Source: an optimization exercise on an open RTL-to-GDS flow (aim: small area and a short achievable clock period). Production flows keep margins and buffers that such runs may drop. Function was checked by simulation only, so behaviour that the tests miss may differ from the original. Power and IR drop assume default switching activity.

// Main
module Main(
	input clk,
	input reset,
	input start_button,
	input axis_valid,
	input [15:0]axis_value,
	input [15:0]mem_rdata,
	output mem_en,
	output mem_we,
	output [14:0]mem_addr,
	output [15:0]mem_wdata,
	output [15:0]led_value
	);
==> flow/config.mk <==
export PLATFORM = sky130hd
export DESIGN_NAME = Main
export DESIGN_NICKNAME = Main
export VERILOG_FILES = /design/flow/design.v
export SDC_FILE = /design/flow/constraint.sdc
export NUM_CORES = 4
export LEC_CHECK = 0
export CAP_MARGIN = 20
export CORE_MARGIN = 2
export CORE_UTILIZATION = 60
export CTS_BUF_LIST = sky130_fd_sc_hd__clkbuf_4 sky130_fd_sc_hd__clkbuf_8
export CTS_CLUSTER_DIAMETER = 60
export CTS_CLUSTER_SIZE = 16
export SLEW_MARGIN = 20
==> flow/constraint.sdc <==
create_clock -name core_clock -period 11.0 [get_ports {clk}]
set_input_delay 2.2000 -clock core_clock [delete_from_list [all_inputs] [get_ports {clk}]]
set_output_delay 2.2000 -clock core_clock [all_outputs]
set_load 0.01 [all_outputs]
standard.sh (not shown) runs the stock make flow with config.mk's settings and CLKGATE_MAP_FILE= SYNTH_SCRIPT=/design/flow/synth_recipe.tcl, a recipe that flattens the netlist after the stock synthesis.
==> flow/flow/run.sh <==
#!/bin/bash
# The standard layout (standard.sh), with plain buf_2 cells instead of
# delay buffers as the port buffers, timing repair aimed at 5.5 ns of setup
# slack, and clock tree synthesis without dummy loads. Full tool output goes
# to standard.log.
export BUFFER_PORTS_ARGS="-buffer_cell sky130_fd_sc_hd__buf_2"
export SETUP_SLACK_MARGIN=5.5
export CTS_ARGS="-sink_clustering_enable -repair_clock_nets -sink_clustering_size 16 -sink_clustering_max_diameter 60 -buf_list {sky130_fd_sc_hd__clkbuf_4 sky130_fd_sc_hd__clkbuf_8} -dont_use_dummy_load"
bash standard.sh finish > standard.log 2>&1
status=$?
tail -n 5 standard.log
exit $status
Change:
==> flow/flow/run.sh (replaced) <==
#!/bin/bash
# The standard layout (standard.sh), with plain buf_2 cells instead of
# delay buffers as the port buffers, and timing repair aimed at 6 ns of
# setup slack. Full tool output goes to standard.log.
export BUFFER_PORTS_ARGS="-buffer_cell sky130_fd_sc_hd__buf_2"
export SETUP_SLACK_MARGIN=6
bash standard.sh finish > standard.log 2>&1
status=$?
tail -n 5 standard.log
exit $status
- final area came out higher by a few percent
- global-route usage went up by 0.19 points
- critical path depth goes up by 8
- setup slack improves by 0.042 ns
- cell count grows slightly
Change:
==> flow/flow/run.sh (replaced) <==
#!/bin/bash
# The standard layout (standard.sh), with plain buf_2 cells instead of
# delay buffers as the port buffers, timing repair aimed at 6 ns of setup
# slack, and clock tree synthesis without dummy loads. Full tool output goes
# to standard.log.
export BUFFER_PORTS_ARGS="-buffer_cell sky130_fd_sc_hd__buf_2"
export SETUP_SLACK_MARGIN=6
export CTS_ARGS="-sink_clustering_enable -repair_clock_nets -sink_clustering_size 16 -sink_clustering_max_diameter 60 -buf_list {sky130_fd_sc_hd__clkbuf_4 sky130_fd_sc_hd__clkbuf_8} -dont_use_dummy_load"
bash standard.sh finish > standard.log 2>&1
status=$?
tail -n 5 standard.log
exit $status
Settings changed: CORE_UTILIZATION 60 to 70.
After rerunning: Clock power came out lower by 23%; total power came out lower by 2.3%; synthesized area does not change; sequential share of layout area came out higher by 0.49 points; utilization came out higher by 10 points; cell count came out lower by 3.4%; first-iteration DRC count came out higher by 14%; setup slack is worse by 0.12 ns; clock-buffer cell count came out lower by 17.
Change:
==> flow/flow/run.sh (replaced) <==
#!/bin/bash
# The standard layout (standard.sh), with plain buf_2 cells instead of
# delay buffers as the port buffers. Full tool output goes to standard.log.
export BUFFER_PORTS_ARGS="-buffer_cell sky130_fd_sc_hd__buf_2"
bash standard.sh finish > standard.log 2>&1
status=$?
tail -n 5 standard.log
exit $status
Settings changed: CORE_UTILIZATION 70 to 60, CTS_CLUSTER_DIAMETER 60 to default, CTS_CLUSTER_SIZE 16 to default, SETUP_SLACK_MARGIN from default to 5.
After rerunning: Flip-flop and latch count is unchanged. First-iteration DRC count falls by 12%. Worst setup slack gets worse by 0.24 ns. Design area came out lower by 2.5%. Via count went down by 5.7%. Combinational power is lower by 34%. Worst hold slack hardly moves. Count of clock-buffer cells in the layout went up by 45. Power came out lower by 17%. Wire length goes down by 5.7%.
Change:
==> flow/flow/run.sh (replaced) <==
#!/bin/bash
# The standard layout (standard.sh), with plain buf_2 cells instead of
# delay buffers as the port buffers, and timing repair aimed at 7 ns of
# setup slack. Full tool output goes to standard.log.
export BUFFER_PORTS_ARGS="-buffer_cell sky130_fd_sc_hd__buf_2"
export SETUP_SLACK_MARGIN=7
bash standard.sh finish > standard.log 2>&1
status=$?
tail -n 5 standard.log
exit $status
Settings changed: CTS_CLUSTER_DIAMETER from default to 60, CTS_CLUSTER_SIZE from default to 16, SETUP_SLACK_MARGIN 5 to default.
Effect: The new run completed without violations; clock power fell by 26%; final area came out higher by 14%; via count rises by 7.7%; worst setup slack gains 0.39 ns; routed wire length climbs by 13%; area after synthesis is unchanged; die area does not change; worst hold slack gains 0.020 ns.
Change:
==> flow/flow/run.sh (replaced) <==
#!/bin/bash
# The standard layout (standard.sh), with plain buf_2 cells instead of
# delay buffers as the port buffers. Full tool output goes to standard.log.
export BUFFER_PORTS_ARGS="-buffer_cell sky130_fd_sc_hd__buf_2"
bash standard.sh finish > standard.log 2>&1
status=$?
tail -n 5 standard.log
exit $status
Settings changed: SETUP_SLACK_MARGIN from default to 5.
=> The changed run ran to the end with no violations. Final area falls by 14%. Non-clock buffer count falls by 201. Die area is unchanged. Clock power rises by about 0.9%. Area after synthesis stays the same.

---

Main, a different RTL version from the one above (not shown whole).
Size in the first run: roughly 2100 cells after synthesis, ~360 flip-flops, roughly 85 I/O pins, about 24000 sq um of cells after synthesis.
// Main
module Main(
	input clk,
	input reset,
	input start_button,
	input axis_valid,
	input [15:0]axis_value,
	input [15:0]mem_rdata,
	output mem_en,
	output mem_we,
	output [14:0]mem_addr,
	output [15:0]mem_wdata,
	output [15:0]led_value
	);
	reg [1:0] st;
	reg [15:0] ir;
	reg [15:0] opA, opB;
	reg [14:0] ad;
	reg [14:0] pc;
	reg fc, fg, fe;             
	reg [255:0] rf;             
	reg [15:0] led;
	wire s01 = (st == 2'b01);
	wire s10 = (st == 2'b10);
	wire s11 = (st == 2'b11);
	always @(posedge clk) begin
		if (reset) st <= 2'b00;
		else st <= st + 2'b01;
	end
	always @(posedge clk) begin
		if (reset) ir <= 16'h0000;
		else if (s01) ir <= mem_rdata;
	end
	function f_is_i(input [3:0] o);
		f_is_i = (o == 4'b0101) | (o == 4'b0110) | (o == 4'b1001) | (o == 4'b1011) |
		         (o == 4'b0001) | (o == 4'b0010) | (o == 4'b0011) | (o == 4'b1110);
	endfunction
	wire [3:0] opc = ir[15:12];
	wire [3:0] fn  = ir[7:4];
	wire [3:0] rd  = ir[11:8];
	wire [3:0] rs  = ir[3:0];
	wire is_r   = (opc == 4'b0000);
	wire is_i   = f_is_i(opc);
	wire is_ls  = (opc == 4'b0100);
	wire is_st  = is_ls & (fn == 4'b0100);
	wire is_jmp = is_ls & (fn == 4'b1100);
	wire is_ld  = is_ls & ~is_st & ~is_jmp;
	wire is_br  = (opc == 4'b1100);
	wire [3:0] op = is_r ? fn : (is_i ? opc : 4'b0000);
	wire op_add  = (op == 4'b0101) | (op == 4'b0110);
	wire op_addc = (op == 4'b0111) | (op == 4'b0001);
	wire op_sub  = (op == 4'b1001);
	wire op_cmp  = (op == 4'b1011);
	wire op_cmpu = (op == 4'b1000);
	wire op_and  = (op == 4'b1111);
	wire op_or   = (op == 4'b0010);
  ...
Settings: LEC_CHECK=0, CAP_MARGIN=20, CORE_MARGIN=2, CORE_UTILIZATION=60, CTS_BUF_LIST=sky130_fd_sc_hd__clkbuf_4 sky130_fd_sc_hd__clkbuf_8, CTS_CLUSTER_DIAMETER=60, CTS_CLUSTER_SIZE=16, SLEW_MARGIN=20; clock period 11.0 ns.
==> flow/flow/run.sh <==
#!/bin/bash
# The standard layout (standard.sh), with plain buf_2 cells instead of
# delay buffers as the port buffers, and timing repair aimed at 6.5 ns of
# setup slack. Full tool output goes to standard.log.
export BUFFER_PORTS_ARGS="-buffer_cell sky130_fd_sc_hd__buf_2"
export SETUP_SLACK_MARGIN=6.5
bash standard.sh finish > standard.log 2>&1
status=$?
tail -n 5 standard.log
exit $status
The baseline finished with timing, DRC and antenna clean.
==> next run, changes <==
==> flow/flow/run.sh (replaced) <==
#!/bin/bash
# The standard layout (standard.sh), with plain buf_2 cells instead of
# delay buffers as the port buffers, and timing repair aimed at 6 ns of
# setup slack. Full tool output goes to standard.log.
export BUFFER_PORTS_ARGS="-buffer_cell sky130_fd_sc_hd__buf_2"
export SETUP_SLACK_MARGIN=6
bash standard.sh finish > standard.log 2>&1
status=$?
tail -n 5 standard.log
exit $status
CORE_UTILIZATION = 50   (was 60)
The changed run finished clean.
Global-route usage drops by 6.0 points.
Clock-buffer cell count drops by 1.
Cell count climbs by a few percent.
Synthesized area does not change.
Total power drops slightly.
Via count drops by a few percent.
==> next run, changes <==
CORE_UTILIZATION = 60   (was 50)
What happened: The new run produced a clean layout; worst hold slack improves by 0.015 ns; global-route usage goes up by 4.2 points; final area goes down by about 0.7%; area after synthesis does not change; maximum frequency goes down by about 1.2%; clock-buffer cell count goes down by 1; clock skew goes up by 0.037 ns; worst setup slack degrades by 0.062 ns; critical path depth goes down by 1; die area goes down by about 16%.
==> next run, changes <==
==> flow/flow/run.sh (replaced) <==
#!/bin/bash
# The standard layout (standard.sh), with plain buf_2 cells instead of
# delay buffers as the port buffers, and timing repair aimed at 5.5 ns of
# setup slack. Full tool output goes to standard.log.
export BUFFER_PORTS_ARGS="-buffer_cell sky130_fd_sc_hd__buf_2"
export SETUP_SLACK_MARGIN=5.5
bash standard.sh finish > standard.log 2>&1
status=$?
tail -n 5 standard.log
exit $status
The changed run finished clean.
Combinational power shrinks by 23%.
Sequential share of layout area came out higher by 1.3 points.
Sequential cell count is unchanged.
Via count fell by 1.8%.
Total power falls by 15%.
Final cell count drops by 1.4%.
Final area is lower by 3.6%.

==> static timing again, ports no longer ideal <==
In the flow no input, the clock included, has a driving cell. The finished layouts below were timed again as built, in two steps.
Step 1 assumes that a clkbuf_16 drives the clock port and a buf_2 every other input.
Step 2, shift: input delay + t, output delay - t, t = (earliest + latest rising clock arrival at the registers) / 2. This alone moves slack from input paths to output paths.
a / b / c = ideal / step 1 / step 2; a / b = the first two.
run	shift t [ns]	setup WS [ns]	worst register clock-pin slew, ns
the first run of note 1	0.649	5.540 / 5.560 / 4.934	0.10 / 0.10
the second run of note 1	0.664	5.583 / 5.583 / 5.517	0.10 / 0.10
the third run of note 1	0.674	5.467 / 5.467 / 5.014	0.11 / 0.11
the fourth run of note 1	0.710	5.228 / 5.228 / 4.662	0.07 / 0.07
the fifth run of note 1	0.681	5.618 / 5.618 / 5.618	0.11 / 0.11
the sixth run of note 1	0.669	5.171 / 5.171 / 4.592	0.11 / 0.11
the first run of note 2	0.720	5.958 / 5.958 / 5.815	0.11 / 0.11
the second run of note 2	0.667	5.919 / 5.919 / 5.499	0.11 / 0.11
the third run of note 2	0.711	5.857 / 5.857 / 5.482	0.11 / 0.11
the fourth run of note 2	0.722	5.651 / 5.651 / 5.224	0.11 / 0.11
After both steps every run listed still meets setup and hold. For the first run of note 1, which loses most, drivers alone change the setup slack by +0.020 ns; drivers and shift together by -0.606 ns.
